Source: an optimization exercise on an open RTL-to-GDS flow (aim: small area, a short achievable clock period and few clock cycles). Production flows keep margins and buffers that such runs may drop.
Function was checked by simulation only, so behaviour that the tests miss may differ from the original.

==> flow/design.v <==
module adder (
    input                               clk,
    input                               rst,
    input [RAH_PACKET_WIDTH-1:0]        a,
    input                               empty,
    output reg [RAH_PACKET_WIDTH-1:0]   c,
    output reg                          rden,
    output reg                          wren
);
parameter RAH_PACKET_WIDTH = 48;
localparam IDLE = 2'd0;
localparam NEXT = 2'd1;
localparam LB = 2'd2;
localparam ADD = 2'd3;
reg [RAH_PACKET_WIDTH-1:0] da;
reg [RAH_PACKET_WIDTH-1:0] db;
reg r_wait;
reg [1:0] state;
always @(posedge clk) begin
    if (rst) begin
        state <= IDLE;
        r_wait <= 0;
        rden <= 0;
        wren <= 0;
    end else
    case(state)
        IDLE:begin
            wren <= 0;
            if (~empty) begin
               rden <= 1;
               state <= NEXT;
            end else begin
               rden <= 0;
            end
        end
        NEXT:begin
            if (r_wait) begin
                da <= a;
                rden <= 0;
                state <= LB;
                r_wait <= 0;
            end else begin
                r_wait <= ~r_wait;
            end
        end
        LB: begin
            db <= a;
            rden <= 0;
            state <= ADD;
        end
        ADD: begin
            c <= da + db;
            wren <= 1;
            state <= IDLE;
        end
    endcase
end
endmodule
module shift (
    input                               clk,
    input                               rst,
    input [RAH_PACKET_WIDTH-1:0]        a,
    input                               empty,
    output reg [RAH_PACKET_WIDTH-1:0]   c,
    output reg                          rden,
    output reg                          wren
);
parameter RAH_PACKET_WIDTH = 48;
localparam IDLE = 2'd0;
localparam NEXT = 2'd1;
localparam LB = 2'd2;
localparam ADD = 2'd3;
reg [RAH_PACKET_WIDTH-1:0] da;
reg [RAH_PACKET_WIDTH-1:0] db;
reg r_wait;
reg [1:0] state;
always @(posedge clk) begin
    if (rst) begin
        state <= IDLE;
        r_wait <= 0;
        rden <= 0;
        wren <= 0;
    end else
    case (state)
        IDLE: begin
            wren <= 0;
            rden <= 0;
            if (!empty) begin
               rden <= 1;
               state <= NEXT;
            end
        end
        NEXT: begin
            if (r_wait) begin
                da <= a;
                rden <= 0;
                state <= LB;
                r_wait <= 0;
            end else begin
                r_wait <= ~r_wait;
            end
        end
        LB: begin
            db <= a;
            rden <= 0;
            state <= ADD;
        end
        ADD: begin
            c <= (da << db);
            wren <= 1;
            state <= IDLE;
        end
    endcase
end
endmodule
module mul (
    input                               clk,
    input                               rst,
    input [RAH_PACKET_WIDTH-1:0]        a,
    input                               empty,
    output reg [RAH_PACKET_WIDTH-1:0]   c,
    output reg                          rden,
    output reg                          wren
);
parameter RAH_PACKET_WIDTH = 48;
localparam IDLE = 3'd0;
localparam NEXT = 3'd1;
localparam LB = 3'd2;
localparam ADD = 3'd3;
localparam WRITE = 3'd4;
reg [RAH_PACKET_WIDTH-1:0] da;
reg [RAH_PACKET_WIDTH-1:0] db;
reg [(2*RAH_PACKET_WIDTH)-1:0] temp_a;
reg r_wait;
reg [1:0] i;
reg [2:0] state;
always @(posedge clk) begin
    if (rst) begin
        state <= IDLE;
        r_wait <= 0;
        i <= 2'd2;
        rden <= 0;
        wren <= 0;
    end else
    case(state)
        IDLE: begin
            wren <= 0;
            rden <= 0;
            if (~empty) begin
               rden <= 1;
               state <= NEXT;
            end
        end
        NEXT: begin
            if (r_wait) begin
                da <= a;
                rden <= 0;
                state <= LB;
                r_wait <= 0;
            end else begin
                r_wait <= ~r_wait;
            end
        end
        LB: begin
            db <= a;
            rden <= 0;
            state <= ADD;
        end
        ADD: begin
            temp_a <= da * db;
            state <= WRITE;
        end
        WRITE: begin
            c <= temp_a[(i * 48) - 1 -: 48];
            wren <= 1;
            if (i == 1) begin
                state <= IDLE;
                i <= 2'd2;
            end else begin
                i <= i - 1;
            end
        end
    endcase
end
endmodule
module calc_ops (
    input           clk,
    input           rst,
    input  [47:0]   add_a,
    input           add_empty,
    output          add_rden,
    output [47:0]   add_c,
    output          add_wren,
    input  [47:0]   shl_a,
    input           shl_empty,
    output          shl_rden,
    output [47:0]   shl_c,
    output          shl_wren,
    input  [47:0]   mul_a,
    input           mul_empty,
    output          mul_rden,
    output [47:0]   mul_c,
    output          mul_wren
);
adder #(
    .RAH_PACKET_WIDTH(48)
) u_adder (
    .clk    (clk),
    .rst    (rst),
    .a      (add_a),
    .empty  (add_empty),
    .c      (add_c),
    .rden   (add_rden),
    .wren   (add_wren)
);
shift #(
    .RAH_PACKET_WIDTH(48)
) u_shift (
    .clk    (clk),
    .rst    (rst),
    .a      (shl_a),
    .empty  (shl_empty),
    .c      (shl_c),
    .rden   (shl_rden),
    .wren   (shl_wren)
);
mul #(
    .RAH_PACKET_WIDTH(48)
) u_mul (
    .clk    (clk),
    .rst    (rst),
    .a      (mul_a),
    .empty  (mul_empty),
    .c      (mul_c),
    .rden   (mul_rden),
    .wren   (mul_wren)
);
endmodule
==> flow/run.sh <==
#!/bin/bash
# synth_recipe.tcl (not shown) runs the flow's synth.tcl, then flattens the netlist and writes it again
# the make line also repeats each setting of config.mk as NAME=value (left out here)
make -C /OpenROAD-flow-scripts/flow DESIGN_CONFIG=/design/flow/config.mk WORK_HOME=/design/flow/orfs CLKGATE_MAP_FILE= SYNTH_SCRIPT=/design/flow/synth_recipe.tcl finish
==> flow/config.mk <==
export PLATFORM = sky130hd
export DESIGN_NAME = calc_ops
export DESIGN_NICKNAME = calc_ops
export VERILOG_FILES = /design/flow/design.v
export SDC_FILE = /design/flow/constraint.sdc
export NUM_CORES = 4
export LEC_CHECK = 0
export CAP_MARGIN = 20
export CORE_MARGIN = 2
export CORE_UTILIZATION = 40
export SLEW_MARGIN = 20
==> flow/constraint.sdc <==
create_clock -name core_clock -period 11.0 [get_ports {clk}]
set_input_delay 2.2000 -clock core_clock [delete_from_list [all_inputs] [get_ports {clk}]]
set_output_delay 2.2000 -clock core_clock [all_outputs]
set_load 0.01 [all_outputs]
==> qor.yml <==
sta:
  finalSetupTns_ns: 0
  setup_viol: 0
  layout_setup_ws_ns: 0.697
  clock.fmax_ghz: 0.0971
  post-route-period-util: 0.937
  skew_ns: 0.0613
  rsz0062_at_grt: "false"
  drv_slew: 0
  min_period_ns: 10.30
  final_hold_viol_count: 0
  relSlewSlack: 0.198
  tightest_slew_ns: 1.20
floorplan:
  die_h_um: 495
  num_io_pins: 299
  die_w_um: 495
  dieArea_um2: 245000
  initial_core_util: 0.401
  fp-row-count: 180
  fp.coreArea_um2: 240000
critical_path:
  cp.arrival_ns: 10.74
  path_common_cell: "fa_1"
  worst-r2r-setup-slack_ns: 0.70
  crit_fanout: 27
  r2r_start: "u_mul.db[8]$_DFFE_PP_"
  critPathCaptureType: "flip-flop"
  start_kind: "flip-flop"
  cp_slowest_cell: "edfxtp_1"
  reg2reg_depth: 28
  worstSetupPathType: "flip-flop to flip-flop"
  required_ns: 11.44
  r2r-end: "u_mul.temp_a[94]$_DFFE_PP_"
  critical_path.max_stage_delay_ns: 1.15
clock_network:
  post-cts-setup-buffers: 0
  cts_buffer_depth: 3
  cts_max_level: 3
  path_clk_slew_ns: 0.07
  insertion_delay_ns: 0.71
  cts_made_buffers: 72
  cts_tree: "done"
  cts_sinks: 546
  ctsResizeCount: 0
  cts_root_buffer: "clkbuf_16"
  ctsHoldBuffers: 0
logic_synthesis:
  synthesis.nets: 12513
  synthTopCellsByArea: "fa_1 44%, edfxtp_1 16%, inv_1 8.4%"
  yosys_warnings: 3
  yosysTopAreaCell: "fa_1"
  ys.flop_type: "edfxtp_1"
  syn_inst: 9759
  avgSynthCellArea_um2: 9.87
  ys_seq_elements: 546
  synth-edff-count: 528
  ys_types: 88
  seq_area_frac_synth: 0.168
  yosysTopAreaCellShare: 0.439
  syn-cell-area_um2: 96300
  ys_async_sr_fraction: 0
global_routing:
  grt_remaining_overflow: 0
  use_met2: 0.408
  grtUsageMet1: 0.302
  first_global_vias: 74553
  grt_pass1_wl_um: 442000
  grt_max_degree: 73
  grt-busiest-layer: "met2"
  antenna_found_initial: 8
  use_met3: 0.0281
  grtUsageTotal: 0.236
cells_and_area:
  final_area_um2: 105000
  post-route-util: 0.438
  regMostFlops: "u_mul.temp_a"
  nNetsFinal: 12471
  largest_reg_flops: 96
  syn2layout_area_growth_pct: 9.12
  drive_gt1_frac: 0.0387
placed_design:
  place_ws_ns: 0.753
  dp_hpwl_um: 231000
  place.gp.congestion: 0.929
  place_area_um2: 102000
  io_buffers: 298
detailed_routing:
  routedWlPerCell_um: 21.8
  vias: 67393
  drt_pass1_iterations: 6
  ant_nets: 0
  post_drt_via_cell_ratio: 5.20
  drc: 0
  wl_um: 282000
  drt_iter0_drc: 4223
worst_hold_path:
  hold_path_depth: 2
  hold_path_end: "u_adder.rden$_SDFFE_PP0P_"
  hold_path_class: "flip-flop to flip-flop"
  min-delay-start: "u_adder.rden$_SDFFE_PP0P_"
job:
  maxCapViolations: 0
outcome:
  status: "no timing/DRC/antenna violations"
==> stage by stage <==
step / hold slack (ns) / cells
final: 0.480 / 12963
after global routing: 0.525 / 12961
after CTS: 0.488 / 12947
after detailed placement: 0.478 / 12815
after global placement: 0.460 / 12812
after floorplan: 0.463 / 9759
==> critical path: cells and delay by family (launching register included) <==
| kind | cells | cell delay (ns) |
|---|---|---|
| buffers and inverters | 6 | 0.72 |
| AND/OR/NAND/NOR | 2 | 0.67 |
| adder cells (fa/ha/maj) | 10 | 4.89 |
| flip-flops | 1 | 1.15 |
| XOR/XNOR | 1 | 0.15 |
| AO/OA/AOI/OAI | 9 | 2.45 |
==> worst max path at each step <==
stage	depth (start not counted)	slack, ns	from	end
after floorplan	32	2.62	u_mul.da[20]$_DFFE_PP_	u_mul.temp_a[95]$_DFFE_PP_
after global placement	28	0.88	u_mul.db[6]$_DFFE_PP_	u_mul.temp_a[94]$_DFFE_PP_
after detailed placement	28	0.75	u_mul.db[6]$_DFFE_PP_	u_mul.temp_a[94]$_DFFE_PP_
after CTS	28	0.68	u_mul.db[6]$_DFFE_PP_	u_mul.temp_a[94]$_DFFE_PP_
after global routing	27	0.19	u_mul.da[18]$_DFFE_PP_	u_mul.temp_a[94]$_DFFE_PP_
final	28	0.70	u_mul.db[8]$_DFFE_PP_	u_mul.temp_a[94]$_DFFE_PP_
==> synthesized netlist by cell type, types with 7 or more instances <==
cell / instances
a211oi_1: 29
a21o_1: 82
a21oi_1: 228
a221oi_1: 9
a31oi_1: 25
a41oi_1: 7
and2_1: 1007
and3_1: 26
buf_1: 32
buf_2: 20
clkbuf_1: 541
dfxtp_1: 18
edfxtp_1: 528
fa_1: 2113
ha_1: 492
inv_1: 2165
mux2_2: 12
mux2i_1: 105
mux4_2: 31
nand2_1: 1468
nand2b_1: 16
nand3_1: 34
nand4_1: 35
nor2_1: 234
nor2b_1: 30
nor3_1: 39
nor4_1: 17
o211ai_1: 11
o21a_1: 12
o21ai_0: 109
o21ai_1: 7
o21bai_1: 24
or3_1: 10
xnor2_1: 87
xor2_1: 50
==> layer usage <==
metal | part of all wire | up-vias
li1 | - | 28890
met1 | 0.40 | 35634
met2 | 0.50 | 2307
met3 | 0.056 | 562
met4 | 0.046 | 0
met5 | 0 | -
==> layout make-up <==
type                       count  area, µm²
antenna                        3       7.51
clock buffer                  87       1870
timing repair buffer         480       4520
sequential                   546      16200
inverter                    2165       8130
multi-input combinational   6452      69700
tap                         3185       3990
clock inverter                45        604
fill                       22866     135000
==> cell families (layout without fill, tap and decap cells) <==
| logic type | Yosys count | after routing | share of synthesized area |
|---|---|---|---|
| buffers and inverters | 2761 | 2777 | 0.108 |
| other | 0 | 3 | 0 |
| xor gates and xnor gates | 137 | 137 | 0.0125 |
| AOI/OAI and AO/OA | 625 | 625 | 0.0421 |
| adders and majority gates | 2605 | 2605 | 0.503 |
| muxes | 148 | 148 | 0.0196 |
| and+or+nand+nor | 2937 | 2937 | 0.146 |
| DFF | 546 | 546 | 0.168 |
==> cell usage in the layout, fill, tap and decap left out, types with 11 or more instances in the layout <==
cell,count
ha_1,492
nor4_1,17
a21o_1,82
o21ai_0,109
mux2_2,12
nand4_1,35
nand2b_1,16
and3_1,26
nor3_1,37
nor2_1,230
clkbuf_1,14
a31oi_1,25
edfxtp_1,528
o21a_1,12
a211oi_1,29
fa_1,2113
xnor2_1,87
nor2b_1,26
nand3_1,34
inv_1,2165
o211ai_1,11
o21bai_1,24
nand2_1,1468
clkbuf_16,72
and2_1,1007
dfxtp_1,17
mux2i_1,105
buf_4,164
xor2_1,50
mux4_2,31
clkdlybuf4s50_1,297
buf_8,13
a21oi_1,228
Testbench counts, summed over its fixed seeds: cycles 12,726.

-- static timing again, ports no longer ideal --
No port has a modelled driver above. Below, the same layout with a new extraction and two added sets of constraints. Step 1 assumes that a clkbuf_16 drives the clock port and a buf_2 every other input. Step 2, shift: input delay + t, output delay - t, t = (earliest + latest rising clock arrival at the registers) / 2. This alone moves slack from input paths to output paths. Slacks: ideal ports / drivers / drivers and shift; pairs: ideal ports / drivers.
t, ns: 0.753
setup slack, ns: 0.697 / 0.697 / 0.697
worst hold slack (ns): 0.480 / 0.480 / 0.480
worst setup path at the end: register to register
pins driven straight from the clock port: 1
After both steps setup and hold are still met in this run. For this run, drivers alone change the setup slack by 0.000 ns; drivers and shift together by 0.000 ns.
